Context: an optimization exercise on an open-source flow, tuned for small area and a short achievable clock period. The choices shown serve that exercise and are no tape-out recipe.
Where RTL was checked, it was by simulation tests only, not by an equivalence proof against the original.
The RTL of runs 4 to 7 was laid out without a check of its function.
No driver is modelled on the clock port, so clocking that relies on it looks cheaper here than on a real chip.
Power is estimated from default activity; no workload was simulated.

==> flow/flow/run.sh <==
#!/bin/bash
# Standard layout with these changes to how it is made:
#  - timing repair is asked for more setup margin than the clock period
#    needs, so it keeps shortening the worst paths;
#  - CTS as the standard flow runs it, without dummy loads;
#  - the port buffers are buf_4 cells (every port still gets its buffer).
set -euo pipefail
bash standard.sh SETUP_SLACK_MARGIN=9 \
  "CTS_ARGS=-sink_clustering_enable -repair_clock_nets -sink_clustering_size 24 -sink_clustering_max_diameter 100 -dont_use_dummy_load" \
  "BUFFER_PORTS_ARGS=-buffer_cell sky130_fd_sc_hd__buf_4" finish > standard.log 2>&1
==> flow/standard.sh <==
#!/bin/bash
# synth_recipe.tcl (not shown) runs the flow's synth.tcl, then flattens the netlist and writes it again
# the make line also repeats each setting of config.mk as NAME=value (left out here)
make -C /OpenROAD-flow-scripts/flow DESIGN_CONFIG=/design/flow/config.mk WORK_HOME=/design/flow/orfs CLKGATE_MAP_FILE= SYNTH_SCRIPT=/design/flow/synth_recipe.tcl "${@:-finish}"
==> flow/config.mk <==
export PLATFORM = sky130hd
export DESIGN_NAME = lab4_2
export DESIGN_NICKNAME = lab4_2
export VERILOG_FILES = /design/flow/design.v
export SDC_FILE = /design/flow/constraint.sdc
export NUM_CORES = 4
export LEC_CHECK = 0
export CAP_MARGIN = 20
export CORE_MARGIN = 2
export CORE_UTILIZATION = 40
export CTS_CLUSTER_DIAMETER = 100
export CTS_CLUSTER_SIZE = 24
export SLEW_MARGIN = 20
==> flow/constraint.sdc <==
create_clock -name core_clock -period 12.5 [get_ports {clk}]
set_input_delay 2.5000 -clock core_clock [delete_from_list [all_inputs] [get_ports {clk}]]
set_output_delay 2.5000 -clock core_clock [all_outputs]
set_load 0.01 [all_outputs]
==> flow/design.v <==
`timescale 1ns / 1ps
module lab4_2( 
              input wire      mode,
              input wire[2:0] opCode,
              input wire[3:0] value,
              input clk,
              input reset,
              output reg[9:0] result,
              output reg cacheFull,
              output reg invalidOp,
              output reg overflow);
	reg [223:0] cache;
	reg [5:0]   counter;
	reg [5:0]   PN;           
	reg [3:0]   begin_PC;
	reg [9:0]   p1;           
	reg [11:0]  B3;           
	reg [6:0]   IR;           
	reg         last;         
	integer i;
	always @(posedge clk) begin
		for (i = 0; i < 32; i = i + 1)
			if (!counter[5] && counter[4:0] == i)
				cache[i*7 +: 7] <= {opCode, value};
	end
	wire [9:0] p0 = result;
	wire [2:0] op = IR[6:4];
	wire [3:0] v  = IR[3:0];
	wire is1 = op[0] & ~op[2];
	wire is2 = op[1] & ~op[2];
	wire ar  = ~op[2];
	wire [4:0] s1, s2, s3;
	genvar k;
	generate
		for (k = 0; k < 5; k = k + 1) begin : dig
			wire a1 = p0[2*k+1], a0 = p0[2*k];
			if (k == 0) begin : d0
				assign s1[k] = (is2 & ~a1 & a0) | is1;
			end else begin : dk
				assign s1[k] = is2 & ~a1 & a0;
			end
			assign s2[k] = is2 & a1 & ~a0;
			assign s3[k] = is2 & a1 & a0;
		end
	endgenerate
	wire [10:0] B2 = {p1, 1'b0};
	wire [9:0] r0 = ({10{s1[0]}} & p1)      | ({10{s2[0]}} & B2[9:0]) | ({10{s3[0]}} & B3[9:0]);
	wire [7:0] r1 = ({8{s1[1]}}  & p1[7:0]) | ({8{s2[1]}}  & B2[7:0]) | ({8{s3[1]}}  & B3[7:0]);
	wire [5:0] r2 = ({6{s1[2]}}  & p1[5:0]) | ({6{s2[2]}}  & B2[5:0]) | ({6{s3[2]}}  & B3[5:0]);
	wire [3:0] r3 = ({4{s1[3]}}  & p1[3:0]) | ({4{s2[3]}}  & B2[3:0]) | ({4{s3[3]}}  & B3[3:0]);
	wire [1:0] r4 = ({2{s1[4]}}  & p1[1:0]) | ({2{s2[4]}}  & B2[1:0]) | ({2{s3[4]}}  & B3[1:0]);
	wire [9:0] q  = p0 & {10{~op[1]}};
	wire t0;
	wire t1;
	wire t2;
	wire t3;
	wire t4;
	wire t5;
	wire t6;
	wire t7;
	wire t8;
	wire t9;
	wire t10;
	wire t11;
	wire t12;
	wire t13;
	wire t14;
	wire t15;
	wire t16;
	wire t17;
	wire t18;
	wire t19;
	wire t20;
	wire t21;
	wire t22;
	wire t23;
	wire t24;
	wire t25;
	wire t26;
	wire t27;
	wire t28;
	wire t29;
	wire t30;
	wire t31;
	wire t32;
	wire t33;
	wire t34;
	wire t35;
	wire t36;
	wire t37;
	wire t38;
	wire t39;
	wire t40;
	wire t41;
	wire t42;
	wire t43;
	wire t44;
	wire t45;
	wire t46;
	wire t47;
	assign t0 = q[6] ^ r0[6];
	assign t1 = q[6] & r0[6];
	assign t2 = q[7] ^ r0[7] ^ r1[5];
	assign t3 = (q[7] & r0[7]) | (q[7] & r1[5]) | (r0[7] & r1[5]);
	assign t4 = q[8] ^ r0[8] ^ r1[6];
	assign t5 = (q[8] & r0[8]) | (q[8] & r1[6]) | (r0[8] & r1[6]);
	assign t6 = r2[4] ^ r3[2];
	assign t7 = r2[4] & r3[2];
	assign t8 = q[9] ^ r0[9] ^ r1[7];
	assign t9 = (q[9] & r0[9]) | (q[9] & r1[7]) | (r0[9] & r1[7]);
	assign t10 = r2[5] ^ r3[3] ^ r4[1];
	assign t11 = (r2[5] & r3[3]) | (r2[5] & r4[1]) | (r3[3] & r4[1]);
	assign t12 = v[2] ^ q[2];
	assign t13 = v[2] & q[2];
	assign t14 = v[3] ^ q[3] ^ r0[3];
	assign t15 = (v[3] & q[3]) | (v[3] & r0[3]) | (q[3] & r0[3]);
	assign t16 = q[4] ^ r0[4] ^ r1[2];
	assign t17 = (q[4] & r0[4]) | (q[4] & r1[2]) | (r0[4] & r1[2]);
	assign t18 = q[5] ^ r0[5] ^ r1[3];
	assign t19 = (q[5] & r0[5]) | (q[5] & r1[3]) | (r0[5] & r1[3]);
	assign t20 = r1[4] ^ r2[2] ^ r3[0];
	assign t21 = (r1[4] & r2[2]) | (r1[4] & r3[0]) | (r2[2] & r3[0]);
	assign t22 = r2[3] ^ r3[1] ^ t2;
	assign t23 = (r2[3] & r3[1]) | (r2[3] & t2) | (r3[1] & t2);
	assign t24 = r4[0] ^ t4 ^ t6;
	assign t25 = (r4[0] & t4) | (r4[0] & t6) | (t4 & t6);
	assign t26 = t8 ^ t10 ^ t5;
	assign t27 = (t8 & t10) | (t8 & t5) | (t10 & t5);
	assign t28 = v[0] ^ q[0];
	assign t29 = v[0] & q[0];
	assign t30 = v[1] ^ q[1] ^ r0[1];
	assign t31 = (v[1] & q[1]) | (v[1] & r0[1]) | (q[1] & r0[1]);
	assign t32 = r0[2] ^ r1[0] ^ t12;
	assign t33 = (r0[2] & r1[0]) | (r0[2] & t12) | (r1[0] & t12);
	assign t34 = r1[1] ^ t14 ^ t13;
	assign t35 = (r1[1] & t14) | (r1[1] & t13) | (t14 & t13);
	assign t36 = r2[0] ^ t16 ^ t15;
	assign t37 = (r2[0] & t16) | (r2[0] & t15) | (t16 & t15);
	assign t38 = r2[1] ^ t18 ^ t17;
	assign t39 = (r2[1] & t18) | (r2[1] & t17) | (t18 & t17);
	assign t40 = t0 ^ t20 ^ t19;
	assign t41 = (t0 & t20) | (t0 & t19) | (t20 & t19);
	assign t42 = t1 ^ t22 ^ t21;
	assign t43 = (t1 & t22) | (t1 & t21) | (t22 & t21);
	assign t44 = t3 ^ t24 ^ t23;
	assign t45 = (t3 & t24) | (t3 & t23) | (t24 & t23);
	assign t46 = t7 ^ t26 ^ t25;
	assign t47 = (t7 & t26) | (t7 & t25) | (t26 & t25);
	wire [9:0]  ra = {t46, t44, t42, t40, t38, t36, t34, t32, t30, r0[0]};
	wire [9:0]  rb = {t45, t43, t41, t39, t37, t35, t33, t31, t29, t28};
	wire [10:0] S  = ra + rb;
	wire big = (s1[1] & (|p1[9:8])) | (s2[1] & (|p1[9:7])) | (s3[1] & (|B3[11:8])) |
	           (s1[2] & (|p1[9:6])) | (s2[2] & (|p1[9:5])) | (s3[2] & (|B3[11:6])) |
	           (s1[3] & (|p1[9:4])) | (s2[3] & (|p1[9:3])) | (s3[3] & (|B3[11:4])) |
	           (s1[4] & (|p1[9:2])) | (s2[4] & (|p1[9:1])) | (s3[4] & (|B3[11:2])) |
	           (s2[0] & p1[9]) | (s3[0] & (|B3[11:10]));
	wire ovf_ar = S[10] | t9 | t11 | t27 | t47 | big;
	reg [3:0] pop;
	always @* begin
		pop = 0;
		for (i = 0; i < 10; i = i + 1) pop = pop + p0[i];
	end
	wire [9:0] rev = {p0[0], p0[1], p0[2], p0[3], p0[4], p0[5], p0[6], p0[7], p0[8], p0[9]};
	reg [9:0] n;
	reg       ovf;
	always @* begin
		if (ar) begin
			n = S[9:0]; ovf = ovf_ar;
		end else begin
			ovf = 1'b0;
			case (op[1:0])
				2'd0:    n = {6'd0, pop};
				2'd1:    n = rev;
				default: n = p0;
			endcase
		end
	end
	wire       is6    = op[2] & op[1];
	wire [3:0] nbegin = is6 ? v : begin_PC;
	wire [4:0] npc    = last ? {1'b0, nbegin} : PN[4:0];
	wire [5:0] npn    = npc + 1'b1;
	wire       nvalid = ~last | ({2'b0, nbegin} < counter);
	wire [6:0] nent   = cache[npc*7 +: 7];
	wire [5:0] cnt1   = counter + 1'b1;
	always @(posedge clk or posedge reset) begin
		if (reset) begin
			result    <= 0;
			cacheFull <= 0;
			invalidOp <= 0;
			overflow  <= 0;
			counter   <= 0;
			PN        <= 6'd1;
			begin_PC  <= 0;
			p1        <= 0;
			B3        <= 0;
			IR        <= 0;
			last      <= 1'b1;
		end else if (mode) begin
			result   <= n;
			overflow <= ovf;
			p1       <= p0;
			B3       <= {2'b0, p0} + {1'b0, p0, 1'b0};
			begin_PC <= nbegin;
			PN       <= npn;
			IR       <= nvalid ? nent : 7'd0;
			last     <= npn >= counter;
		end else begin
			if (!counter[5] && PN == cnt1)
				IR <= (opCode[1:0] == 2'b11) ? 7'd0 : {opCode, value};
			if (opCode[1:0] == 2'b11) begin
				invalidOp <= 1'b1;
			end else begin
				invalidOp <= 1'b0;
				if (counter[5]) cacheFull <= 1'b1;
				else begin
					counter <= cnt1;
					last    <= PN > counter;
				end
			end
		end
	end
endmodule
==> reports/results.ini, run 1 <==
[pwr]
sequentialPowerShare_pct = 29.9
p_sw_share_pct = 44.78
max-vdd-ir-drop_mv = 0.1437
pwr-share-clk_pct = 12.0
power_leakage_nw = 6.124
p_per_area_mw_per_mm2 = 266.2
p_comb_share_pct = 58.1
switchingPower_w = 0.001931
internal_power_w = 0.002381

[route]
dr.pass1.iters = 9
viasPerCell = 5.678
vias = 9931
drt.antenna.violating_nets = 0
drt_iter0_drc = 981
wl_um = 38810
drcViolationCount = 0
routedWlPerCell_um = 22.19

[floorplanning]
start_util_pct = 40.69
dieHeight_um = 194.4
fp.dieW_um = 194.4
ios = 23
core_mm2 = 0.03566
die_area_mm2 = 0.03781
row_count = 69

[yosys]
synthArstFlopShare_pct = 20.57
syn_inst = 1257
yosysSeqAreaShare_pct = 56.39
synth-main-ff-cell = edfxtp_1
syn-cell-area_mm2 = 0.01451
synth_edf_count = 224
synth_nets = 1345
synth_warnings = 1
synth_cell_types = 70
yosys_register_bits = 282
avgSynthCellArea_um2 = 11.54

[cts]
clock_latency_ps = 500
ctsHtreeMaxLevel = 1
path_clk_slew_ps = 90
cts_buffer_depth = 3
cts.sinks = 282
cts_tree = built
cts-root-buf = clkbuf_16
cts_buffers = 16
cts_hold_buf = 0

[finish]
area.growth.synth_to_final_pct = 11.69
fin_nets = 1378
stdcell_area_mm2 = 0.01620
antennaDiodeCount = 0
fillers = 3259
regArea_mm2 = 0.008205
drive_above_1_share_pct = 15.92
multi_input_area_mm2 = 0.005968

[timing]
setup_tns_ps = 0
worst_pin_slew_ps = 803.5
fin_crit_sh_pct = 30.74
slew_violations = 0
setup_viol = 0
fmax_mhz = 260.2
hold_viol_final = 0
fin_crit_ps = 3843
maxSlewHeadroom_pct = 46.32
fin_skew_ps = 43.35
rsz0062_at_grt = yes

[run]
maxCapViolations = 0

[critical_path]
worstPathRequired_ps = 10000
path_class = flip-flop to output port
cp_max_fo = 2
start_kind = flip-flop
cp-end-kind = output port
cp.arrival_ps = 1340

[grt]
gr-usage-all-layers_pct = 20.37
grt_pass1_wl_um = 59460
grt_pass1_vias = 9744
antenna_found_initial = 0
grt_max_degree = 67
globalRouteOverflowTotal = 0

[place]
port_buffers = 22
gp_congestion = 0.8956
dp_hpwl_um = 24380
post_dp_cell_area_mm2 = 0.01498

[worst_hold_path]
hold_class = flip-flop to flip-flop

[outcome]
status = complete, no violations

[kinds of logic (layout without fill, tap and decap cells)]
group                      after synthesis  in the layout  synth area share (%)
muxes                                   84             84                 5.994
adders and majority gates               78             78                 8.176
DFF                                    282            282                 56.39
and+or+nand+nor                        418            419                 12.67
xor gates and xnor gates                25             25                 1.509
buffers and inverters                  137            167                 4.649
AOI/OAI and AO/OA                      233            233                 10.62
[power groups by stage]
stage	Combinational [W]	Sequential [W]	Clock, W
detailed placement	0.00210	0.00134	0
global placement	0.00208	0.00134	0
global route	0.00274	0.00131	0.000558
CTS	0.00236	0.00129	0.000531
finish	0.00250	0.00129	0.000517
floorplan	0.00169	0.00121	0
[cell usage after synthesis (all sizes together) (4+ instances only)]
library cell,count,area (um2)
and3,6,37.54
clkbuf,33,123.9
nand3,41,215.2
o21a,7,52.55
buf,36,287.8
nand4,5,31.28
a222oi,10,100.1
nor2,99,376.6
o22ai,13,93.84
xnor2,21,183.9
mux2,23,259.0
xor2,4,35.03
nor2b,16,100.1
ha,50,625.6
a211o,7,61.31
nor3,17,85.08
o21bai,4,30.03
o31ai,5,37.54
mux2i,61,610.6
a31oi,23,158.9
a32oi,9,78.83
a21o,11,82.58
nor4,10,62.56
a21oi,82,421.7
dfrtp,56,1401
nand2,202,773.2
a22oi,10,75.07
nand2b,7,43.79
fa,28,560.5
inv,66,250.2
edfxtp,224,6726
o21ai,33,165.2
[final cells by class]
class                      instances  area share (%)
sequential                       282           50.64
tap                              461           3.560
clock buffer                      16           2.471
multi-input combinational        839           36.83
timing repair buffer              83           4.687
inverter                          68           1.807
[per-stage QoR]
stage                     setup WS (ps)  util, %  hold slack, ps  total power, W  cells
after detailed placement           7750    42.00           458.0        0.003436   1678
after global routing               8602    45.44           514.3        0.004608   1749
after global placement             7896    42.00           450.9        0.003416   1678
final                              8657    45.44           510.2        0.004313   1749
after CTS                          8752    44.76           508.6        0.004177   1738
after floorplan                    8863        -           469.3        0.002902   1257
[final timing paths]
| check | slack [ps] | startpoint | endpoint | cells after the start |
|---|---|---|---|---|
| worst min register to register | 510 | PN[0] | PN[0] | 2 |
| max in group asynchronous | 9660 | reset | result[9] | 3 |
| worst max-delay path | 8660 | result[1] | result[1] | 3 |
| worst min-delay path | 510 | PN[0] | PN[0] | 2 |
| worst max register to register | 8770 | IR[5] | result[8] | 13 |
| min in group asynchronous | 2240 | reset | invalidOp | 3 |
[layout by cell type (no fill, tap or decap), types with 19 or more instances in the layout]
| master | count |
|---|---|
| ha_1 | 43 |
| mux2_2 | 23 |
| o21ai_0 | 27 |
| xnor2_1 | 19 |
| nor2_1 | 92 |
| fa_1 | 27 |
| nand2_1 | 196 |
| a31oi_1 | 21 |
| inv_1 | 54 |
| nand3_1 | 39 |
| mux2i_1 | 61 |
| edfxtp_1 | 224 |
| a21oi_1 | 74 |
| buf_4 | 58 |
| dfrtp_1 | 46 |
[state kept, by name, indices dropped and copies added (netlist names), 4 cells and up]
| signal | flops |
|---|---|
| B3 | 12 |
| PN | 6 |
| counter | 6 |
| begin_PC | 4 |
| result | 10 |
| p1 | 9 |
| IR | 7 |
| cache | 224 |
[worst max-delay path, cell delays in order (launching register included)]
cell	delay, ps
dfrtp_2	460
buf_4	150
buf_6	120
buf_6	110
[what timing repair did]
| item | CTS | global route |
|---|---|---|
| gates resized for setup | 76 | 33 |
| buffers inserted | 43 | 11 |
| endpoints found under the hold margin | 0 | 0 |
| setup endpoints to repair | 32 | 30 |
| cloned | 1 | 0 |
| pin swaps | 10 | 11 |
[metal layers]
| metal | GRT usage [%] | up-vias | part of all wire [%] |
|---|---|---|---|
| li1 | - | 4570 | - |
| met1 | 27.56 | 4935 | 43 |
| met2 | 34.17 | 347 | 48 |
| met3 | 1.874 | 79 | 5.5 |
| met4 | 7.664 | 0 | 3.8 |
| met5 | 0 | - | 0 |
==> inputs of run 2 (changes only) <==
==> flow/flow/run.sh (replaced) <==
#!/bin/bash
# Standard layout with these changes to how it is made:
#  - timing repair is asked for more setup margin than the clock period
#    needs, so it keeps shortening the worst paths;
#  - after CTS, two more repair passes (flow/post_cts.tcl);
#  - the port buffers are buf_4 cells (every port still gets its buffer).
set -euo pipefail
bash standard.sh SETUP_SLACK_MARGIN=9 \
  "POST_CTS_TCL=$PWD/flow/post_cts.tcl" \
  "BUFFER_PORTS_ARGS=-buffer_cell sky130_fd_sc_hd__buf_4" finish > standard.log 2>&1
==> flow/flow/post_cts.tcl (new file) <==
# A second timing repair pass after CTS, with the move sequence reordered,
# then legalize again.
repair_timing -setup -setup_margin 9 -repair_tns 100 -sequence "sizeup,swap,buffer,clone,split" -verbose
repair_timing -setup -setup_margin 9 -repair_tns 100 -verbose
detailed_placement
check_placement -verbose
==> reports/results.ini, run 2 <==
[critical_path]
path_class = flip-flop to flip-flop
slowest_delay_ps = 540
crit_path_frequent_cell = inv_1
cp_max_fo = 6
start_kind = flip-flop
path_cells = buf_12, nand2_8, nor3_4, a222oi_1, inv_1, fa_1, inv_1, fa_2, fa_1, inv_1, ha_4, nor3_2, a21oi_1, o21ai_0, o21bai_1
rr_startpoint = IR[5]
worstPathRequired_ps = 12940
cp.arrival_ps = 4260
startpoint = IR[5]
cp-end-kind = flip-flop
slowest_stage = fa_2

[yosys]
synthArstFlopShare_pct = 20.57
synth.most_common_cell = edfxtp_1
yosysTopAreaCell = edfxtp_1
ys_top_cells_by_area = edfxtp_1, dfrtp_1, nand2_1
ys_top_cells_by_count = edfxtp_1, nand2_1, nor2_1
synth_nets = 1345
synth_cell_types = 70
synth_warnings = 1
yosys_register_bits = 282
syn_inst = 1257
synth_top_area_share_pct = 46.36
avgSynthCellArea_um2 = 11.54
synth_edf_count = 224
syn-cell-area_mm2 = 0.01451
yosysSeqAreaShare_pct = 56.39
synth-main-ff-cell = edfxtp_1

[timing]
worst_pin_slew_ps = 798.9
fin_crit_sh_pct = 30.57
hold_viol_final = 0
fmax_mhz = 261.7
setup_tns_ps = 0
maxSlewHeadroom_pct = 46.63
rsz0062_at_grt = yes
setup_viol = 0
fin_crit_ps = 3822
slew_violations = 0
hold_ws_ps = 511.1
fin_skew_ps = 38.85

[finish]
largest_reg_flops = 224
area.growth.synth_to_final_pct = 15.03
drive_above_1_share_pct = 19.32
fillers = 3221
finish.utilization_pct = 46.80
regMostFlops = cache
reg_top3 = cache x224, B3 x12, result x10
final_cell_mix = edfxtp_1, nand2_1, nor2_1, buf_4, a21oi_1
stdcell_area_mm2 = 0.01669
antennaDiodeCount = 0
fin_nets = 1408
layout_commonest_cell = edfxtp_1

[route]
drcViolationCount = 0
routed.top_layer = met4
vias = 10240
wl_um = 40030
m1WireLength_um = 17050
wl_met3_um = 2369
viasPerCell = 5.733
route.met2.wl_um = 19140
drt.antenna.violating_nets = 0
drt_iter0_drc = 1149
routedWlPerCell_um = 22.41
dr.pass1.iters = 8

[place]
post_dp_cell_area_mm2 = 0.01498
port_buffers = 22
gp_congestion = 0.8956
dp_hpwl_um = 24380

[floorplanning]
start_util_pct = 40.69
core_mm2 = 0.03566
fp.dieW_um = 194.4
row_count = 69
die_area_mm2 = 0.03781
ios = 23
dieHeight_um = 194.4

[pwr]
p_sw_share_pct = 44.63
internal_power_w = 0.002529
pwr-share-clk_pct = 12.2
max-vdd-ir-drop_mv = 0.1487
switchingPower_w = 0.002038
sequentialPowerShare_pct = 28.1
power_leakage_nw = 6.357
p_comb_share_pct = 59.6
p_per_area_mw_per_mm2 = 273.7

[grt]
grt_pass1_vias = 9951
antenna_found_initial = 0
grt_max_degree = 67
gr-usage-all-layers_pct = 20.69
grt_pass1_wl_um = 60490
globalRouteOverflowTotal = 0

[cts]
clock_latency_ps = 520
cts_tree = built
cts.sinks = 282
path_clk_slew_ps = 100

[worst_hold_path]
worstHoldStart = PN[0]
hold_class = flip-flop to flip-flop

[run]
maxCapViolations = 0

[outcome]
status = complete, no violations

-- run 2: final timing paths --
kind / endpoint / slack, ps / depth (start not counted)
worst max-delay path: result[9] / 8680 / 15
worst min-delay path: PN[0] / 510 / 2
worst max register to register: result[9] / 8680 / 15
worst min register to register: PN[0] / 510 / 2
max in group asynchronous: result[9] / 9670 / 3
min in group asynchronous: invalidOp / 2240 / 3
-- run 2: stage by stage --
| step | worst slack, ps | power [W] | cells |
|---|---|---|---|
| 6_report | 8678 | 0.004567 | 1786 |
| 5_1_grt | 8486 | 0.004855 | 1786 |
| 3_3_place_gp | 7896 | 0.003416 | 1678 |
| 3_5_place_dp | 7750 | 0.003436 | 1678 |
| 2_1_floorplan | 8863 | 0.002902 | 1257 |
-- run 2: metal layers --
layer	up-vias	global-route usage, %
li1	4634	-
met3	84	1.961
met2	405	34.77
met5	-	0
met1	5116	27.96
met4	0	7.664
-- run 2: cells by family after synthesis --
logic type                 synth area share [%]
buffers and inverters                     4.649
xor gates and xnor gates                  1.509
muxes                                     5.994
AOI/OAI and AO/OA                         10.62
and+or+nand+nor                           12.67
DFF                                       56.39
adders and majority gates                 8.176
-- run 2: critical path, delay by kind of cell, from the launching register on --
kind | cells | cell delay (ps)
DFF | 1 | 530
and+or+nand+nor | 3 | 320
buffers and inverters | 4 | 410
adders and majority gates | 4 | 1690
AOI/OAI and AO/OA | 4 | 790
-- run 2: layout make-up --
class / instances / area [um2] / area share, %
clock inverter: 4 / 37.54 / 0.2249
tap: 461 / 576.8 / 3.456
sequential: 282 / 8205 / 49.17
multi-input combinational: 839 / 6045 / 36.22
clock buffer: 19 / 432.9 / 2.594
timing repair buffer: 113 / 1079 / 6.463
inverter: 68 / 312.8 / 1.874
-- run 2: power by group through the flow --
stage                     registers, W  clock network, W  logic [W]
final                          0.00129          0.000559    0.00272
after detailed placement       0.00134                 0    0.00210
after floorplan                0.00121                 0    0.00169
after global placement         0.00134                 0    0.00208
after global routing           0.00130          0.000598    0.00296
==> inputs of run 3 (changes only) <==
==> flow/flow/run.sh (replaced) <==
#!/bin/bash
# Standard layout with these changes to how it is made:
#  - timing repair is asked for more setup margin than the clock period
#    needs, so it keeps shortening the worst paths;
#  - CTS with clkbuf_8 buffers in clusters of up to 16 sinks, without dummy loads;
#  - the port buffers are buf_4 cells (every port still gets its buffer).
set -euo pipefail
bash standard.sh SETUP_SLACK_MARGIN=9 \
  "CTS_ARGS=-sink_clustering_enable -repair_clock_nets -sink_clustering_size 16 -sink_clustering_max_diameter 80 -buf_list sky130_fd_sc_hd__clkbuf_8 -dont_use_dummy_load" \
  "BUFFER_PORTS_ARGS=-buffer_cell sky130_fd_sc_hd__buf_4" finish > standard.log 2>&1
removed: flow/flow/post_cts.tcl
==> reports/results.ini, run 3 <==
[cts]
ctsHtreeMaxLevel = 1
cts_buffers = 23
cts_buffer_depth = 3
cts.sinks = 282
path_clk_slew_ps = 100
cts_hold_buf = 0
clock_latency_ps = 580
cts_tree = built
cts-root-buf = clkbuf_8

[grt]
grt_max_degree = 67
grt_pass1_vias = 9783
gr-usage-all-layers_pct = 20.48
globalRouteOverflowTotal = 0
grt_pass1_wl_um = 59690
antenna_found_initial = 1

[yosys]
synth_mux_area_share_pct = 5.994
post_synth_and_or_nand_nor_area_fraction_pct = 12.67
synth_warnings = 1
avgSynthCellArea_um2 = 11.54
synth.most_common_cell = edfxtp_1
yosysSeqAreaShare_pct = 56.39
synth_top_family_by_area = simple AND/OR/NAND/NOR gates
syn-cell-area_mm2 = 0.01451
synth-main-ff-cell = edfxtp_1
synthArstFlopShare_pct = 20.57
synth_top_area_share_pct = 46.36
synth_edf_count = 224
yosys_register_bits = 282
synth_nets = 1345
ys_top_cells_by_area = edfxtp_1, dfrtp_1, nand2_1
synthAdderAreaFrac_pct = 8.176
ys_top_cells_by_count = edfxtp_1, nand2_1, nor2_1
synth_xor_area_share_pct = 1.509
synth-compound-area-share_pct = 10.62
synth_cell_types = 70
syn_inst = 1257
yosysTopAreaCell = edfxtp_1

[finish]
fin_nets = 1381
area.growth.synth_to_final_pct = 11.04
drive_above_1_share_pct = 16.03
antennaDiodeCount = 0
layout_commonest_cell = edfxtp_1
regMostFlops = cache
final_cell_mix = edfxtp_1, nand2_1, nor2_1, a21oi_1, mux2i_1
fillers = 3266
largest_reg_flops = 224
reg_top3 = cache x224, B3 x12, result x10

[pwr]
sequentialPowerShare_pct = 30.3
internal_power_w = 0.002321
p_comb_share_pct = 59.0
pwr-share-clk_pct = 10.7
p_sw_share_pct = 45.48
p_per_area_mw_per_mm2 = 264.3
switchingPower_w = 0.001937
power_leakage_nw = 6.086
max-vdd-ir-drop_mv = 0.1447

[timing]
maxSlewHeadroom_pct = 46.47
layout_setup_ws_ps = 8574
setup_tns_ps = 0
fin_crit_ps = 3926
hold_viol_final = 0
rsz0062_at_grt = yes
fin_crit_sh_pct = 31.41
worst_pin_slew_ps = 801.2
slew_violations = 0
fin_skew_ps = 41.65
setup_viol = 0
fmax_mhz = 254.7

[place]
port_buffers = 22
pre_cts_slack_ps = 7750
dp_hpwl_um = 24380
gp_congestion = 0.8956

[route]
routedWlPerCell_um = 22.35
dr.pass1.iters = 18
drt_iter0_drc = 911
drt.antenna.violating_nets = 0
drcViolationCount = 0
vias = 9943
wl_um = 39160
viasPerCell = 5.675

[floorplanning]
core_mm2 = 0.03566
start_util_pct = 40.69
dieHeight_um = 194.4
ios = 23
die_area_mm2 = 0.03781
row_count = 69
fp.dieW_um = 194.4

[critical_path]
r2r_cells = 14
cp-end-kind = output port
path_class = flip-flop to output port
cp_max_fo = 3
crit_path_frequent_cell = buf_6
slowest_stage = dfrtp_2
slowest_delay_ps = 480
start_kind = flip-flop
path_cells = buf_4, buf_6, buf_6
cp.arrival_ps = 1430
worstPathRequired_ps = 10000

[run]
maxCapViolations = 0

[worst_hold_path]
min_path_cells = 2
hold_class = flip-flop to flip-flop

[outcome]
status = complete, no violations

==> run 3: final timing paths <==
path                             endpoint  slack, ps       from
max in group asynchronous       result[9]       9690      reset
worst min-delay path                PN[0]        510      PN[0]
worst max register to register   overflow       8710      IR[5]
worst max-delay path            result[1]       8570  result[1]
min in group asynchronous          B3[10]       2180      reset
worst min register to register      PN[0]        510      PN[0]
==> run 3: layout make-up <==
type | instances | area (um2) | share of cell area (%)
Sequential cell | 282 | 8205 | 50.94
Tap cell | 461 | 576.8 | 3.581
Timing Repair Buffer | 79 | 742.0 | 4.606
Inverter | 68 | 305.3 | 1.895
Multi-Input combinational cell | 839 | 5963 | 37.02
Clock buffer | 23 | 316.6 | 1.965
==> run 3: timing repair <==
| action | in CTS | in global routing |
|---|---|---|
| buffers inserted | 41 | 9 |
| gates cloned | 1 | 0 |
| setup endpoints to repair | 32 | 32 |
| resized for setup | 66 | 40 |
| pin swaps | 9 | 17 |
==> run 3: routing by layer <==
metal	up-vias	GRT usage [%]	routed length, um
met4	4	7.635	1443
li1	4565	-	-
met2	325	34.17	18630
met3	88	2.308	2069
met5	-	0	29
met1	4961	27.62	16980
==> run 3: critical path, delay by kind of cell (launching register included) <==
kind	cells	cell delay (ps)
buf+inv	3	380
flops	1	480
==> run 3: logic make-up after synthesis <==
logic type | Yosys count
and+or+nand+nor | 418
DFF | 282
AOI/OAI and AO/OA | 233
buffers and inverters | 137
muxes | 84
adders and majority gates | 78
xor gates and xnor gates | 25
==> run 3: power groups by stage <==
stage          Sequential [W]  Combinational, W  Clock [W]
5_1_grt               0.00131           0.00274   0.000495
2_1_floorplan         0.00121           0.00169          0
3_5_place_dp          0.00134           0.00210          0
6_report              0.00129           0.00251   0.000455
3_3_place_gp          0.00134           0.00208          0
4_1_cts               0.00129           0.00233   0.000466
==> run 3: per-stage QoR <==
stage	instances	total power, W	hold slack, ps	cell area [um2]	utilization [%]
6_report	1752	0.004258	508.6	16110	45.18
3_5_place_dp	1678	0.003436	458.0	14980	42.00
2_1_floorplan	1257	0.002902	469.3	14630	-
5_1_grt	1752	0.004541	514.2	16110	45.18
4_1_cts	1743	0.004082	507.9	15850	44.45
3_3_place_gp	1678	0.003416	450.9	14980	42.00
==> inputs of run 4 (changes only) <==
--- a/flow/design.v
+++ b/flow/design.v
@@ -15,8 +15,8 @@
 	reg [3:0]   begin_PC;
 	reg [9:0]   p1;           
-	reg [11:0]  B3;           
+	reg [9:0]   B3;           
 	reg [6:0]   IR;           
 	reg         last;         
-	integer i;
+	integer i, j;
 	always @(posedge clk) begin
 		for (i = 0; i < 32; i = i + 1)
@@ -150,14 +150,14 @@
 	wire [9:0]  rb = {t45, t43, t41, t39, t37, t35, t33, t31, t29, t28};
 	wire [10:0] S  = ra + rb;
-	wire big = (s1[1] & (|p1[9:8])) | (s2[1] & (|p1[9:7])) | (s3[1] & (|B3[11:8])) |
-	           (s1[2] & (|p1[9:6])) | (s2[2] & (|p1[9:5])) | (s3[2] & (|B3[11:6])) |
-	           (s1[3] & (|p1[9:4])) | (s2[3] & (|p1[9:3])) | (s3[3] & (|B3[11:4])) |
-	           (s1[4] & (|p1[9:2])) | (s2[4] & (|p1[9:1])) | (s3[4] & (|B3[11:2])) |
-	           (s2[0] & p1[9]) | (s3[0] & (|B3[11:10]));
+	wire big = (s1[1] & (|p1[9:8])) | (s2[1] & (|p1[9:7])) | (s3[1] & (p1 >= 10'd86)) |
+	           (s1[2] & (|p1[9:6])) | (s2[2] & (|p1[9:5])) | (s3[2] & (p1 >= 10'd22)) |
+	           (s1[3] & (|p1[9:4])) | (s2[3] & (|p1[9:3])) | (s3[3] & (p1 >= 10'd6)) |
+	           (s1[4] & (|p1[9:2])) | (s2[4] & (|p1[9:1])) | (s3[4] & (p1 >= 10'd2)) |
+	           (s2[0] & p1[9]) | (s3[0] & (p1 >= 10'd342));
 	wire ovf_ar = S[10] | t9 | t11 | t27 | t47 | big;
 	reg [3:0] pop;
 	always @* begin
 		pop = 0;
-		for (i = 0; i < 10; i = i + 1) pop = pop + p0[i];
+		for (j = 0; j < 10; j = j + 1) pop = pop + p0[j];
 	end
 	wire [9:0] rev = {p0[0], p0[1], p0[2], p0[3], p0[4], p0[5], p0[6], p0[7], p0[8], p0[9]};
@@ -200,5 +200,5 @@
 			overflow <= ovf;
 			p1       <= p0;
-			B3       <= {2'b0, p0} + {1'b0, p0, 1'b0};
+			B3       <= p0 + {p0[8:0], 1'b0};
 			begin_PC <= nbegin;
 			PN       <= npn;
==> flow/flow/run.sh (replaced) <==
#!/bin/bash
# Standard layout with two changes to how it is made:
#  - timing repair is asked for more setup margin than the clock period
#    needs, so it keeps shortening the worst paths;
#  - the port buffers are buf_4 cells (every port still gets its buffer).
set -euo pipefail
bash standard.sh SETUP_SLACK_MARGIN=9 \
  "BUFFER_PORTS_ARGS=-buffer_cell sky130_fd_sc_hd__buf_4" finish > standard.log 2>&1
==> reports/results.ini, run 4 <==
[outcome]
status = complete, no violations

[yosys]
ys_top_cells_by_area = edfxtp_1, dfrtp_1, mux2i_1
synth_edf_count = 224
syn_inst = 1189
yosys_register_bits = 280
synth.most_common_cell = edfxtp_1
synth_warnings = 1
synthArstFlopShare_pct = 20.00
syn-cell-area_mm2 = 0.01430
synth_nets = 1274
synth_top_area_share_pct = 47.03
avgSynthCellArea_um2 = 12.03
ys_top_cells_by_count = edfxtp_1, nand2_1, nor2_1
yosysTopAreaCell = edfxtp_1
yosysSeqAreaShare_pct = 56.84
synth-main-ff-cell = edfxtp_1
synth_cell_types = 76

[pwr]
internal_power_w = 0.002444
p_per_area_mw_per_mm2 = 274.4
sequentialPowerShare_pct = 29.4
max-vdd-ir-drop_mv = 0.1408
pwr-share-clk_pct = 13.4
fin_total_pwr_w = 0.004397
switchingPower_w = 0.001953
power_leakage_nw = 6.053
p_sw_share_pct = 44.42
p_comb_share_pct = 57.2

[cts]
ctsHtreeMaxLevel = 1
cts-root-buf = clkbuf_16
cts_buffers = 17
cts.sinks = 280
cts_buffer_depth = 3
path_clk_slew_ps = 100
clock_latency_ps = 530
cts_tree = built

[floorplanning]
core_mm2 = 0.03540
ios = 23
dieHeight_um = 193.1
die_area_mm2 = 0.03729
start_util_pct = 40.41
row_count = 69
fp.dieW_um = 193.1

[place]
gp_congestion = 0.9051
dp_hpwl_um = 24180
post_dp_cell_area_mm2 = 0.01482
port_buffers = 22

[route]
drt_iter0_drc = 1042
routedWlPerCell_um = 22.33
drt.antenna.violating_nets = 0
vias = 9705
drcViolationCount = 0
wl_um = 37790
viasPerCell = 5.736
dr.pass1.iters = 9

[worst_hold_path]
worstHoldStart = begin_PC[0]
min_path_cells = 1
hold_class = flip-flop to flip-flop
hold_end = begin_PC[0]

[critical_path]
slowest_delay_ps = 750
slowest_stage = dfrtp_1
cp.arrival_ps = 1490
rr_startpoint = IR[5]
path_cells = buf_4
worstPathRequired_ps = 10000
path_class = flip-flop to output port
start_kind = flip-flop
cp_max_fo = 11
cp-end-kind = output port
critical_path.top_delay_family = flip-flops
timing.rr.end = overflow
r2r_cells = 18
worst-path-buf-inv = 1
regToRegSetupSlack_ps = 8530

[timing]
hold_viol_final = 0
hold_ws_ps = 519.6
fin_crit_sh_pct = 31.90
fmax_mhz = 250.8
setup_viol = 0
rsz0062_at_grt = yes
maxSlewHeadroom_pct = 32.93
slew_violations = 0
fin_crit_ps = 3988
setup_tns_ps = 0
fin_skew_ps = 34.28
worst_pin_slew_ps = 1004

[grt]
grtUsageMet2_pct = 31.59
gr-usage-all-layers_pct = 20.47
antenna_found_initial = 0
globalRouteOverflowTotal = 0
grt_pass1_vias = 9287
grtUsageMet3_pct = 3.041
top_usage_layer = met2
grt_max_degree = 57
grt_pass1_wl_um = 57550
grt_use_met1_pct = 29.49

[finish]
regArea_mm2 = 0.008154
reg_top3 = cache x224, B3 x10, result x10
multi_input_area_mm2 = 0.005791
fillers = 3266
antennaDiodeCount = 0
layout_commonest_cell = edfxtp_1
final_cell_mix = edfxtp_1, nand2_1, nor2_1, mux2i_1, buf_4
area.growth.synth_to_final_pct = 12.04
stdcell_area_mm2 = 0.01603
regMostFlops = cache
largest_reg_flops = 224
fin_nets = 1307
drive_above_1_share_pct = 15.76

[run]
maxCapViolations = 0

[run 4: cell types whose count changed in the layout (fill, tap and decap cells not counted), sizes merged, moves of 5 or more]
cell / delta
a211o: -5
a21oi: -27
a221oi: +7
a31oi: -5
mux2: +6
mux2i: +13
nand2: -41
nand2b: +5
nor2: -10
nor3: -10
o21ai: -5
o221ai: +7
[run 4: final cells by class]
type	count	area share (%)
clock inverters	6	0.4450
clock buffers	22	2.772
flip-flops and latches	280	50.88
well taps	461	3.599
multi-input cells	779	36.13
inverters	63	1.679
repair buffers	81	4.489
[run 4: metal layers]
layer	wire length [um]	part of all wire, %	vias to the layer above
met5	0	0	-
met1	16630	44	4845
met3	2812	7.4	78
met2	16930	45	380
li1	-	-	4402
met4	1414	3.7	0
[run 4: timing repair]
action | in CTS | in global routing
endpoints found under the setup margin | 34 | 31
hold buffers | 0 | 0
gates cloned | 0 | 1
setup buffers | 40 | 12
pin swaps | 16 | 16
gates resized for setup | 62 | 22
[run 4: per-stage QoR]
stage          setup slack [ps]  util (%)  instances
2_1_floorplan              8812         -       1189
3_3_place_gp               8028     41.88       1611
3_5_place_dp               7950     41.88       1611
4_1_cts                    8544     44.76       1679
5_1_grt                    8395     45.27       1692
6_report                   8512     45.27       1692
[run 4: worst max-delay path by stage]
stage | to | slack, ps | cells past startpoint | start
2_1_floorplan | result[9] | 8810 | 18 | IR[6]
3_3_place_gp | IR[4] | 8030 | 6 | mode
3_5_place_dp | result[9] | 7950 | 16 | IR[5]
4_1_cts | result[9] | 8540 | 16 | IR[6]
5_1_grt | overflow | 8390 | 18 | IR[5]
6_report | result[9] | 8510 | 1 | result[9]
[run 4: power by group through the flow]
stage | Combinational, W | Sequential, W | Clock (W)
2_1_floorplan | 0.00173 | 0.00120 | 0
3_3_place_gp | 0.00210 | 0.00135 | 0
3_5_place_dp | 0.00213 | 0.00135 | 0
4_1_cts | 0.00240 | 0.00129 | 0.000604
5_1_grt | 0.00276 | 0.00130 | 0.000639
6_report | 0.00252 | 0.00129 | 0.000590
[run 4: logic make-up after synthesis]
family,count (synthesis),share of synthesized area [%]
adder cells (fa/ha/maj),75,8.030
AO/OA/AOI/OAI,221,10.82
flip-flops,280,56.84
buffers and inverters,131,4.426
multiplexers,103,7.461
AND/OR/NAND/NOR,354,10.89
XOR/XNOR,25,1.531
==> inputs of run 5 (changes only) <==
==> flow/flow/run.sh (replaced) <==
#!/bin/bash
# Standard layout with these changes to how it is made:
#  - timing repair is asked for more setup margin than the clock period
#    needs, so it keeps shortening the worst paths;
#  - CTS as the standard flow runs it, without dummy loads;
#  - the port buffers are buf_4 cells (every port still gets its buffer).
set -euo pipefail
bash standard.sh SETUP_SLACK_MARGIN=9 \
  "CTS_ARGS=-sink_clustering_enable -repair_clock_nets -sink_clustering_size 24 -sink_clustering_max_diameter 100 -dont_use_dummy_load" \
  "BUFFER_PORTS_ARGS=-buffer_cell sky130_fd_sc_hd__buf_4" finish > standard.log 2>&1
==> reports/results.ini, run 5 <==
[outcome]
status = complete, no violations

[pwr]
p_per_area_mw_per_mm2 = 271.7
power_leakage_nw = 6.004
max-vdd-ir-drop_mv = 0.1389

[cts]
cts_buffer_depth = 3
ctsHtreeMaxLevel = 1
path_clk_slew_ps = 90
cts.sinks = 280
cts-root-buf = clkbuf_16
cts_tree = built
clock_latency_ps = 530
cts_buffers = 17

[worst_hold_path]
hold_class = flip-flop to flip-flop

[timing]
setup_viol = 0
rsz0062_at_grt = yes
worst_pin_slew_ps = 1019
fmax_mhz = 251.5
hold_viol_final = 0
hold_ws_ps = 519.5
fin_crit_sh_pct = 31.80
fin_skew_ps = 86.71
setup_tns_ps = 0
slew_violations = 0
maxSlewHeadroom_pct = 31.95
fin_crit_ps = 3976

[route]
wl_um = 37510
drt.antenna.violating_nets = 0
dr.pass1.iters = 7
viasPerCell = 5.772
routedWlPerCell_um = 22.35
drcViolationCount = 0
vias = 9686
drt_iter0_drc = 946

[finish]
largest_reg_flops = 224
multi_input_area_mm2 = 0.005782
layout_commonest_cell = edfxtp_1
final_cell_mix = edfxtp_1, nand2_1, nor2_1, mux2i_1, inv_1
reg_top3 = cache x224, B3 x10, result x10
antennaDiodeCount = 0
fillers = 3267
finish.utilization_pct = 44.97
drive_above_1_share_pct = 15.12
area.growth.synth_to_final_pct = 11.29
fin_nets = 1304
regMostFlops = cache
regArea_mm2 = 0.008154

[yosys]
yosysSeqAreaShare_pct = 56.84
avgSynthCellArea_um2 = 12.03
synthAdderAreaFrac_pct = 8.030
synth_cell_types = 76
synth_top_family_by_area = simple AND/OR/NAND/NOR gates
synth_top_area_share_pct = 47.03
yosysTopAreaCell = edfxtp_1
synth_mux_area_share_pct = 7.462
synth_nets = 1274
post_synth_and_or_nand_nor_area_fraction_pct = 10.89
synth_edf_count = 224
ys_top_cells_by_area = edfxtp_1, dfrtp_1, mux2i_1
synth_warnings = 1
syn_inst = 1189
syn-cell-area_mm2 = 0.01430
synth_xor_area_share_pct = 1.531
ys_top_cells_by_count = edfxtp_1, nand2_1, nor2_1
synthArstFlopShare_pct = 20.00
synth.most_common_cell = edfxtp_1
synth-compound-area-share_pct = 10.82
synth-main-ff-cell = edfxtp_1
yosys_register_bits = 280

[critical_path]
cp-end-kind = flip-flop
start_kind = flip-flop
cp.arrival_ps = 4330
worstPathRequired_ps = 12850
cp_max_fo = 7
path_class = flip-flop to flip-flop

[floorplanning]
dieHeight_um = 193.1
core_mm2 = 0.03540
ios = 23
start_util_pct = 40.41
fp.dieW_um = 193.1
die_area_mm2 = 0.03729
row_count = 69

[grt]
globalRouteOverflowTotal = 0
grt_pass1_vias = 9316
grt_pass1_wl_um = 57340
gr-usage-all-layers_pct = 20.41
grt_max_degree = 57
antenna_found_initial = 0

[place]
gp_congestion = 0.9051
port_buffers = 22
dp_hpwl_um = 24180

[run]
maxCapViolations = 0

-- run 5: changes by cell type in the layout (fill, tap and decap cells not counted), sizes merged --
cell | previous run | this run
buf | 80 | 79
clkbuf | 23 | 17
nor2 | 89 | 88
inv | 64 | 59
clkinv | 2 | 1
-- run 5: worst paths after layout --
path	from	end	slack, ps	cells past startpoint
worst min-delay path	begin_PC[0]	begin_PC[0]	520	1
min in group asynchronous	reset	IR[3]	2230	3
worst max-delay path	IR[5]	overflow	8520	17
worst min register to register	begin_PC[0]	begin_PC[0]	520	1
worst max register to register	IR[5]	overflow	8520	17
max in group asynchronous	reset	result[7]	9590	3
-- run 5: cell families (layout without fill, tap and decap cells) --
kind of cell | Yosys count | after routing
flip-flops | 280 | 280
XOR/XNOR | 25 | 25
buffers and inverters | 131 | 159
multiplexers | 103 | 103
AO/OA/AOI/OAI | 221 | 221
adder cells (fa/ha/maj) | 75 | 75
AND/OR/NAND/NOR | 354 | 354
-- run 5: through the flow --
step | power (W) | std cells | setup slack [ps] | area [um2]
3_5_place_dp | 0.003483 | 1611 | 7950 | 14820
5_1_grt | 0.004635 | 1678 | 8376 | 15920
4_1_cts | 0.004268 | 1668 | 8514 | 15770
6_report | 0.004326 | 1678 | 8524 | 15920
3_3_place_gp | 0.003449 | 1611 | 8028 | 14820
2_1_floorplan | 0.002931 | 1189 | 8812 | 14450
-- run 5: report_power, final --
part | internal (W) | switching [W]
logic | 0.00106 | 0.00145
registers | 0.00112 | 0.000171
clock network | 0.000243 | 0.000289
-- run 5: cell type report --
type                            count  share of cell area (%)
Sequential cell                   280                   51.22
Multi-Input combinational cell    778                   36.32
Timing Repair Buffer               79                   4.449
Tap cell                          461                   3.623
Clock buffer                       17                   2.672
Inverter                           63                   1.713
-- run 5: worst max-delay path: stages (launching register included) --
cell	delay (ps)
dfrtp_4	520
a31oi_4	210
nor2_4	90
buf_4	140
buf_4	130
a222oi_1	340
inv_1	100
fa_1	520
inv_1	60
fa_1	500
inv_2	50
ha_4	260
inv_2	50
o21bai_4	160
a2111oi_4	100
nor3_2	260
nand3_1	110
a32oi_1	220
-- run 5: metal layers --
metal | vias to the layer above | share of wire [%] | global-route usage, %
met3 | 79 | 7.2 | 3.005
met1 | 4796 | 44 | 29.37
li1 | 4389 | - | -
met5 | - | 0 | 0
met2 | 422 | 45 | 31.24
met4 | 0 | 4.0 | 7.925
-- run 5: timing repair --
item / 4_1_cts / 5_1_grt
hold endpoints to repair: 0 / 0
endpoints found under the setup margin: 33 / 27
pin swaps: 18 / 13
resized for setup: 63 / 20
hold buffers: 0 / 0
setup buffers: 40 / 10
==> inputs of run 6 (changes only) <==
--- a/flow/design.v
+++ b/flow/design.v
@@ -17,4 +17,5 @@
 	reg [9:0]   B3;           
 	reg [6:0]   IR;           
+	reg         IR2;          
 	reg         last;         
 	integer i, j;
@@ -28,5 +29,5 @@
 	wire [3:0] v  = IR[3:0];
 	wire is1 = op[0] & ~op[2];
-	wire is2 = op[1] & ~op[2];
+	wire is2 = IR2;
 	wire ar  = ~op[2];
 	wire [4:0] s1, s2, s3;
@@ -195,4 +196,5 @@
 			B3        <= 0;
 			IR        <= 0;
+			IR2       <= 1'b0;
 			last      <= 1'b1;
 		end else if (mode) begin
@@ -204,8 +206,11 @@
 			PN       <= npn;
 			IR       <= nvalid ? nent : 7'd0;
+			IR2      <= nvalid & ~nent[6] & nent[5];
 			last     <= npn >= counter;
 		end else begin
-			if (!counter[5] && PN == cnt1)
-				IR <= (opCode[1:0] == 2'b11) ? 7'd0 : {opCode, value};
+			if (!counter[5] && PN == cnt1) begin
+				IR  <= (opCode[1:0] == 2'b11) ? 7'd0 : {opCode, value};
+				IR2 <= opCode == 3'd2;
+			end
 			if (opCode[1:0] == 2'b11) begin
 				invalidOp <= 1'b1;
==> reports/results.ini, run 6 <==
[yosys]
syn_inst = 1284
synth_top_area_share_pct = 46.09
syn-cell-area_mm2 = 0.01460
ys_top_cells_by_count = nand2_1, edfxtp_1, nor2_1
synth_nets = 1369
synthArstFlopShare_pct = 20.28
yosysSeqAreaShare_pct = 55.88
synth-main-ff-cell = edfxtp_1
yosys_register_bits = 281
synth.most_common_cell = nand2_1
synth_warnings = 1
synth_cell_types = 71
avgSynthCellArea_um2 = 11.37
yosysTopAreaCell = edfxtp_1
synth_edf_count = 224
ys_top_cells_by_area = edfxtp_1, dfrtp_1, nand2_1

[finish]
antennaDiodeCount = 0
final_cell_mix = nand2_1, edfxtp_1, nor2_1, inv_1, a21oi_1
stdcell_area_mm2 = 0.01602
reg_top3 = cache x224, B3 x10, result x10
drive_above_1_share_pct = 14.06
area.growth.synth_to_final_pct = 9.730
regMostFlops = cache
fin_nets = 1374
largest_reg_flops = 224
layout_commonest_cell = nand2_1
fin_cells = 1748

[timing]
fin_crit_ps = 3924
fin_crit_sh_pct = 31.39
fmax_mhz = 254.8
slew_violations = 0
hold_ws_ps = 510.6
hold_viol_final = 0
worst_pin_slew_ps = 955.7
maxSlewHeadroom_pct = 36.15
rsz0062_at_grt = yes
setup_tns_ps = 0
fin_skew_ps = 74.72
layout_setup_ws_ps = 8576
setup_viol = 0

[worst_hold_path]
hold_class = flip-flop to flip-flop

[critical_path]
worstPathRequired_ps = 12820
cp_max_fo = 4
timing.rr.end = result[9]
startpoint = IR2
path_class = flip-flop to flip-flop
rr_startpoint = IR2
cp.arrival_ps = 4240
cp-end-kind = flip-flop
cp-endpoint = result[9]
start_kind = flip-flop
r2r_cells = 13
regToRegSetupSlack_ps = 8580

[cts]
cts_buffers = 17
cts_tree = built
cts_buffer_depth = 3
path_clk_slew_ps = 90
clock_latency_ps = 520
cts-root-buf = clkbuf_16
ctsHtreeMaxLevel = 1
cts.sinks = 281

[place]
pre_cts_slack_ps = 8032
gp_congestion = 0.9305
port_buffers = 22
post_dp_cell_area_mm2 = 0.01499
dp_hpwl_um = 22910
placed_cells = 1688

[route]
wl_um = 37300
viasPerCell = 5.668
drcViolationCount = 0
drt.antenna.violating_nets = 0
routedWlPerCell_um = 21.34
drt_iter0_drc = 1009
vias = 9908
dr.pass1.iters = 10

[pwr]
p_sw_share_pct = 44.85
sequentialPowerShare_pct = 27.6
max-vdd-ir-drop_mv = 0.1949
p_per_area_mw_per_mm2 = 298.4
power_leakage_nw = 6.078
pwr-share-clk_pct = 11.3
internal_power_w = 0.002635
p_comb_share_pct = 61.1
switchingPower_w = 0.002143

[grt]
globalRouteOverflowTotal = 0
antenna_found_initial = 0
grt_pass1_wl_um = 57730
grt_max_degree = 106
gr-usage-all-layers_pct = 19.47
grt_pass1_vias = 9693

[floorplanning]
die_area_mm2 = 0.03803
start_util_pct = 40.84
row_count = 69
core_mm2 = 0.03574
ios = 23
dieHeight_um = 195.0
fp.dieW_um = 195.0

[run]
maxCapViolations = 0

[outcome]
status = complete, no violations

run 6: changes by cell type in the layout (fill, tap and decap cells not counted), sizes merged, moves of 9 or more:
cell    change
a311oi     +21
and3       +36
o22ai      -13
nand3      -10
mux2i      -42
nand2      +78
buf         -9
run 6: per-layer routing:
layer	vias to the layer above	wire (um)	track usage (%)
met2	280	17500	31.71
li1	4593	-	-
met1	4973	16920	27.80
met4	0	1200	6.079
met3	62	1678	1.589
met5	-	0	0
run 6: critical path: stages (launching register included):
cell and delay [ps]:
dfrtp_4 520, and3_4 200, a222oi_1 470, inv_1 130, fa_1 510, inv_2 40
fa_1 490, inv_2 40, fa_1 530, ha_4 210, a21o_1 160, a31oi_2 170
mux2i_1 210, o211ai_1 90
run 6: how the worst min path moves through the flow:
stage | from | endpoint | slack [ps] | cells after the start
final | PN[0] | PN[0] | 510 | 2
after global routing | begin_PC[0] | begin_PC[0] | 540 | 1
after CTS | PN[0] | PN[0] | 510 | 2
after detailed placement | cacheFull | cacheFull | 450 | 1
after global placement | cacheFull | cacheFull | 440 | 1
after floorplan | IR[4] | IR[4] | 460 | 2
run 6: what timing repair did:
action	CTS	global route
pin swaps	18	16
hold buffers	0	0
setup buffers	36	6
gates cloned	0	1
setup endpoints to repair	34	29
gates resized for setup	50	25
hold endpoints to repair	0	0
run 6: power by group through the flow:
stage                     registers [W]  clock network, W  logic [W]
after detailed placement        0.00138                 0    0.00250
after CTS                       0.00131          0.000551    0.00279
after floorplan                 0.00122                 0    0.00206
after global routing            0.00133          0.000581    0.00324
final                           0.00132          0.000540    0.00292
after global placement          0.00137                 0    0.00246
run 6: logic make-up after synthesis:
kind of cell	count (synthesis)	synth area share, %
flip-flops	281	55.88
AO/OA/AOI/OAI	231	11.27
XOR/XNOR	26	1.560
adder cells (fa/ha/maj)	75	7.870
buffers and inverters	152	5.058
AND/OR/NAND/NOR	458	13.93
multiplexers	61	4.432
run 6: cell type report:
cell class | count | area (um2)
Inverter | 67 | 290.3
Timing Repair Buffer | 71 | 649.4
Sequential cell | 281 | 8184
Fill cell | 3297 | 19730
Tap cell | 461 | 576.8
Multi-Input combinational cell | 851 | 5889
Clock buffer | 17 | 425.4
run 6: metrics by stage:
step	utilization (%)	total power, W
2_1_floorplan	-	0.003281
3_3_place_gp	41.94	0.003835
3_5_place_dp	41.94	0.003879
4_1_cts	44.37	0.004658
5_1_grt	44.81	0.005156
6_report	44.81	0.004779
==> inputs of run 7 (changes only) <==
--- a/flow/design.v
+++ b/flow/design.v
@@ -15,7 +15,6 @@
 	reg [3:0]   begin_PC;
 	reg [9:0]   p1;           
-	reg [9:0]   B3;           
+	reg [11:0]  B3;           
 	reg [6:0]   IR;           
-	reg         IR2;          
 	reg         last;         
 	integer i, j;
@@ -29,5 +28,5 @@
 	wire [3:0] v  = IR[3:0];
 	wire is1 = op[0] & ~op[2];
-	wire is2 = IR2;
+	wire is2 = op[1] & ~op[2];
 	wire ar  = ~op[2];
 	wire [4:0] s1, s2, s3;
@@ -46,9 +45,53 @@
 	endgenerate
 	wire [10:0] B2 = {p1, 1'b0};
-	wire [9:0] r0 = ({10{s1[0]}} & p1)      | ({10{s2[0]}} & B2[9:0]) | ({10{s3[0]}} & B3[9:0]);
-	wire [7:0] r1 = ({8{s1[1]}}  & p1[7:0]) | ({8{s2[1]}}  & B2[7:0]) | ({8{s3[1]}}  & B3[7:0]);
-	wire [5:0] r2 = ({6{s1[2]}}  & p1[5:0]) | ({6{s2[2]}}  & B2[5:0]) | ({6{s3[2]}}  & B3[5:0]);
-	wire [3:0] r3 = ({4{s1[3]}}  & p1[3:0]) | ({4{s2[3]}}  & B2[3:0]) | ({4{s3[3]}}  & B3[3:0]);
-	wire [1:0] r4 = ({2{s1[4]}}  & p1[1:0]) | ({2{s2[4]}}  & B2[1:0]) | ({2{s3[4]}}  & B3[1:0]);
+	wire [9:0] G1 = p1 & {10{is2}};
+	wire [9:0] G2 = B2[9:0] & {10{is2}};
+	wire [9:0] G3 = B3[9:0] & {10{is2}};
+	wire [9:0] F0 = p1 & {10{is1}};
+	wire [9:0] F1 = G1 | F0;
+	wire [9:0] F2 = G2 | F0;
+	wire [9:0] F3 = G3 | F0;
+	reg  [9:0] r0;
+	reg  [7:0] r1;
+	reg  [5:0] r2;
+	reg  [3:0] r3;
+	reg  [1:0] r4;
+	always @* begin
+		for (i = 0; i < 10; i = i + 1)
+			case (p0[1:0])
+				2'd0: r0[i] = F0[i];
+				2'd1: r0[i] = F1[i];
+				2'd2: r0[i] = F2[i];
+				default: r0[i] = F3[i];
+			endcase
+		for (i = 0; i < 8; i = i + 1)
+			case (p0[3:2])
+				2'd0: r1[i] = 1'b0;
+				2'd1: r1[i] = G1[i];
+				2'd2: r1[i] = G2[i];
+				default: r1[i] = G3[i];
+			endcase
+		for (i = 0; i < 6; i = i + 1)
+			case (p0[5:4])
+				2'd0: r2[i] = 1'b0;
+				2'd1: r2[i] = G1[i];
+				2'd2: r2[i] = G2[i];
+				default: r2[i] = G3[i];
+			endcase
+		for (i = 0; i < 4; i = i + 1)
+			case (p0[7:6])
+				2'd0: r3[i] = 1'b0;
+				2'd1: r3[i] = G1[i];
+				2'd2: r3[i] = G2[i];
+				default: r3[i] = G3[i];
+			endcase
+		for (i = 0; i < 2; i = i + 1)
+			case (p0[9:8])
+				2'd0: r4[i] = 1'b0;
+				2'd1: r4[i] = G1[i];
+				2'd2: r4[i] = G2[i];
+				default: r4[i] = G3[i];
+			endcase
+	end
 	wire [9:0] q  = p0 & {10{~op[1]}};
 	wire t0;
@@ -151,9 +194,9 @@
 	wire [9:0]  rb = {t45, t43, t41, t39, t37, t35, t33, t31, t29, t28};
 	wire [10:0] S  = ra + rb;
-	wire big = (s1[1] & (|p1[9:8])) | (s2[1] & (|p1[9:7])) | (s3[1] & (p1 >= 10'd86)) |
-	           (s1[2] & (|p1[9:6])) | (s2[2] & (|p1[9:5])) | (s3[2] & (p1 >= 10'd22)) |
-	           (s1[3] & (|p1[9:4])) | (s2[3] & (|p1[9:3])) | (s3[3] & (p1 >= 10'd6)) |
-	           (s1[4] & (|p1[9:2])) | (s2[4] & (|p1[9:1])) | (s3[4] & (p1 >= 10'd2)) |
-	           (s2[0] & p1[9]) | (s3[0] & (p1 >= 10'd342));
+	wire big = (s1[1] & (|p1[9:8])) | (s2[1] & (|p1[9:7])) | (s3[1] & (|B3[11:8])) |
+	           (s1[2] & (|p1[9:6])) | (s2[2] & (|p1[9:5])) | (s3[2] & (|B3[11:6])) |
+	           (s1[3] & (|p1[9:4])) | (s2[3] & (|p1[9:3])) | (s3[3] & (|B3[11:4])) |
+	           (s1[4] & (|p1[9:2])) | (s2[4] & (|p1[9:1])) | (s3[4] & (|B3[11:2])) |
+	           (s2[0] & p1[9]) | (s3[0] & (|B3[11:10]));
 	wire ovf_ar = S[10] | t9 | t11 | t27 | t47 | big;
 	reg [3:0] pop;
@@ -196,5 +239,4 @@
 			B3        <= 0;
 			IR        <= 0;
-			IR2       <= 1'b0;
 			last      <= 1'b1;
 		end else if (mode) begin
@@ -202,15 +244,12 @@
 			overflow <= ovf;
 			p1       <= p0;
-			B3       <= p0 + {p0[8:0], 1'b0};
+			B3       <= {2'b0, p0} + {1'b0, p0, 1'b0};
 			begin_PC <= nbegin;
 			PN       <= npn;
 			IR       <= nvalid ? nent : 7'd0;
-			IR2      <= nvalid & ~nent[6] & nent[5];
 			last     <= npn >= counter;
 		end else begin
-			if (!counter[5] && PN == cnt1) begin
-				IR  <= (opCode[1:0] == 2'b11) ? 7'd0 : {opCode, value};
-				IR2 <= opCode == 3'd2;
-			end
+			if (!counter[5] && PN == cnt1)
+				IR <= (opCode[1:0] == 2'b11) ? 7'd0 : {opCode, value};
 			if (opCode[1:0] == 2'b11) begin
 				invalidOp <= 1'b1;
==> flow/flow/run.sh (replaced) <==
#!/bin/bash
# Standard layout with two changes to how it is made:
#  - timing repair is asked for more setup margin than the clock period
#    needs, so it keeps shortening the worst paths;
#  - the port buffers are buf_4 cells (every port still gets its buffer).
set -euo pipefail
bash standard.sh SETUP_SLACK_MARGIN=9 \
  "BUFFER_PORTS_ARGS=-buffer_cell sky130_fd_sc_hd__buf_4" finish > standard.log 2>&1
==> reports/results.ini, run 7 <==
[yosys]
syn_inst = 1128
synth.most_common_cell = edfxtp_1
synth_cell_types = 63
synthArstFlopShare_pct = 20.57
synth_warnings = 1
synth-main-ff-cell = edfxtp_1
ys_top_cells_by_area = edfxtp_1, dfrtp_1, mux2i_1
yosysTopAreaCell = edfxtp_1
yosys_register_bits = 282
synth_edf_count = 224
syn-cell-area_mm2 = 0.01451
synth_nets = 1230
avgSynthCellArea_um2 = 12.86
yosysSeqAreaShare_pct = 56.40
synth_top_area_share_pct = 46.37
ys_top_cells_by_count = edfxtp_1, mux2i_1, nor2_1

[floorplanning]
core_mm2 = 0.03566
fp.dieW_um = 194.4
row_count = 69
start_util_pct = 40.68
ios = 23
dieHeight_um = 194.4
die_area_mm2 = 0.03780

[route]
dr.pass1.iters = 15
routedWlPerCell_um = 22.34
viasPerCell = 5.634
drt.antenna.violating_nets = 0
wl_um = 37000
vias = 9330
drt_iter0_drc = 693
drcViolationCount = 0

[pwr]
pwr-share-clk_pct = 12.6
p_per_area_mw_per_mm2 = 283.0
fin_total_pwr_w = 0.004721
internal_power_w = 0.002684
p_comb_share_pct = 60.5
switchingPower_w = 0.002037
p_sw_share_pct = 43.15
power_leakage_nw = 6.396
max-vdd-ir-drop_mv = 0.1224
sequentialPowerShare_pct = 26.9

[finish]
largest_reg_flops = 224
regMostFlops = cache
regArea_mm2 = 0.008194
reg_top3 = cache x224, B3 x12, result x10
fin_nets = 1286
multi_input_area_mm2 = 0.006190
final_cell_mix = edfxtp_1, mux2i_1, nor2_1, a21oi_1, buf_4
antennaDiodeCount = 0
drive_above_1_share_pct = 20.17
area.growth.synth_to_final_pct = 14.99
finish.utilization_pct = 46.78
stdcell_area_mm2 = 0.01668
layout_commonest_cell = edfxtp_1
fillers = 3171

[cts]
path_clk_slew_ps = 100
cts-root-buf = clkbuf_16
cts_buffers = 17
clock_latency_ps = 530
cts_tree = built
cts_buffer_depth = 3
cts.sinks = 282
ctsHtreeMaxLevel = 1

[critical_path]
timing.rr.end = overflow
path_class = flip-flop to flip-flop
cp_max_fo = 5
slowest_stage = fa_1
worst-path-buf-inv = 8
r2r_cells = 22
rr_startpoint = result[0]
cp.arrival_ps = 4680
cp-end-kind = flip-flop
crit_path_frequent_cell = buf_4
slowest_delay_ps = 540
path_cells = inv_4, ha_4, nor2_4, nor2_4, a21o_4, a221o_1, o21ai_1, fa_1, inv_1, fa_1, inv_1, fa_1, inv_2, ha_4, nor4bb_2, nand2_1, buf_4, buf_4, buf_4, buf_4, o21ai_1, a31oi_1
worstPathRequired_ps = 12870
regToRegSetupSlack_ps = 8190
start_kind = flip-flop
critical_path.top_delay_family = adder cells

[timing]
layout_setup_ws_ps = 8189
setup_tns_ps = 0
hold_viol_final = 0
fmax_mhz = 232.0
fin_crit_sh_pct = 34.49
maxSlewHeadroom_pct = 34.71
fin_crit_ps = 4311
worst_pin_slew_ps = 975.7
setup_viol = 0
slew_violations = 0
rsz0062_at_grt = yes
fin_skew_ps = 24.82

[worst_hold_path]
hold_end = PN[0]
worstHoldStart = PN[0]
hold_class = flip-flop to flip-flop
min_path_cells = 2

[grt]
gr-usage-all-layers_pct = 19.24
antenna_found_initial = 0
grt_max_degree = 56
grt_pass1_wl_um = 56300
grt_pass1_vias = 9131
globalRouteOverflowTotal = 0

[place]
gp_congestion = 0.9067
dp_hpwl_um = 23520
port_buffers = 22
pre_cts_slack_ps = 7711
post_dp_cell_area_mm2 = 0.01515

[run]
maxCapViolations = 0

[outcome]
status = complete, no violations

[run 7: changes by cell type in the layout (fill, tap and decap cells not counted), sizes merged, moves of 21 or more]
cell / previous run / this run
and3: 40 / 2
a22oi: 0 / 48
buf: 70 / 98
nand2: 239 / 62
a311oi: 22 / 1
mux2i: 32 / 109
[run 7: logic make-up after synthesis]
family                     after synthesis  share of synthesized area (%)
adders and majority gates               92                          9.385
buffers and inverters                  118                          3.744
and+or+nand+nor                        214                          6.771
muxes                                  134                          9.618
DFF                                    282                          56.40
AOI/OAI and AO/OA                      259                          12.34
xor gates and xnor gates                29                          1.751
[run 7: final cells by class]
cell class	instances	share of cell area, %
Multi-Input combinational cell	730	37.11
Clock buffer	24	2.708
Sequential cell	282	49.13
Timing Repair Buffer	100	5.896
Inverter	53	1.275
Tap cell	461	3.458
Clock inverter	6	0.4276
[run 7: routing by layer]
| metal | part of all wire, % | vias to the layer above | GRT usage (%) | routed length (um) |
|---|---|---|---|---|
| li1 | - | 4321 | - | - |
| met1 | 44 | 4729 | 26.77 | 16450 |
| met2 | 49 | 234 | 32.66 | 18020 |
| met3 | 4.7 | 46 | 2.030 | 1723 |
| met4 | 2.2 | 0 | 4.131 | 800 |
| met5 | 0 | - | 0 | 0 |
[run 7: worst register-to-register path: cells and delay by family (launching register included)]
| family | cells | cell delay [ps] |
|---|---|---|
| compound gates | 5 | 580 |
| simple gates | 4 | 510 |
| flops | 1 | 480 |
| buf+inv | 8 | 770 |
| fa+ha+maj | 5 | 1820 |
[run 7: timing repair]
action / in CTS / in global routing
gates cloned: 2 / 2
buffers inserted: 50 / 18
pin swaps: 10 / 29
endpoints found under the setup margin: 31 / 32
hold buffers: 0 / 0
resized for setup: 58 / 59
[run 7: worst max-delay path by stage]
| stage | endpoint | start | cells past startpoint |
|---|---|---|---|
| 3_5_place_dp | overflow | IR[6] | 18 |
| 6_report | overflow | result[0] | 22 |
| 4_1_cts | overflow | result[2] | 20 |
| 5_1_grt | overflow | result[0] | 21 |
| 3_3_place_gp | overflow | IR[6] | 18 |
| 2_1_floorplan | overflow | IR[5] | 20 |
[run 7: metrics by stage]
stage	instances	hold WS, ps
after floorplan	1128	469.3
after detailed placement	1554	488.5
after global routing	1656	536.4
after global placement	1554	480.3
after CTS	1636	513.5
final	1656	513.0
[run 7: power groups by stage]
stage | logic [W] | registers, W | clock network, W
floorplan | 0.00186 | 0.00123 | 0
CTS | 0.00263 | 0.00127 | 0.000607
global route | 0.00312 | 0.00128 | 0.000636
finish | 0.00286 | 0.00127 | 0.000596
detailed placement | 0.00236 | 0.00132 | 0
global placement | 0.00235 | 0.00132 | 0

[port drivers added, routing unchanged]
How much do the figures lean on ideal ports? The routed layouts below were timed once more, with nothing changed but the port constraints. Step 1 sets driving cells, clkbuf_16 on the clock port and buf_2 on the other inputs (assumed; they add their load-dependent delay and slew). Step 2 moves the port delays by t, midway between the first and last clock arrival at a register: inputs arrive t later, outputs are due t later. That takes back most of the time a late clock gives input paths. a / b / c = ideal ports / drivers / drivers and shift; a / b = the first two.
run | shift t [ns] | setup WS [ns] | worst hold slack (ns) | worst register clock-pin slew, ns | worst slew at a driven data input, ns
run 1 | 0.530 | 8.657 / 8.608 / 8.491 | 0.510 / 0.510 / 0.510 | 0.10 / 0.10 | 0.04
run 2 | 0.545 | 8.678 / 8.678 / 8.416 | 0.511 / 0.511 / 0.511 | 0.10 / 0.10 | 0.04
run 3 | 0.600 | 8.574 / 8.528 / 8.450 | 0.509 / 0.509 / 0.509 | 0.11 / 0.11 | 0.04
run 4 | 0.565 | 8.512 / 8.460 / 8.509 | 0.520 / 0.520 / 0.520 | 0.10 / 0.10 | 0.06
run 5 | 0.537 | 8.524 / 8.524 / 8.524 | 0.519 / 0.519 / 0.519 | 0.10 / 0.10 | 0.06
run 6 | 0.537 | 8.576 / 8.576 / 8.480 | 0.511 / 0.511 / 0.511 | 0.10 / 0.10 | 0.13
run 7 | 0.568 | 8.189 / 8.189 / 8.189 | 0.513 / 0.513 / 0.513 | 0.10 / 0.10 | 0.04
After both steps every run listed still meets setup and hold. For run 2, which loses most, drivers alone change the setup slack by 0.000 ns; drivers and shift together by -0.262 ns.
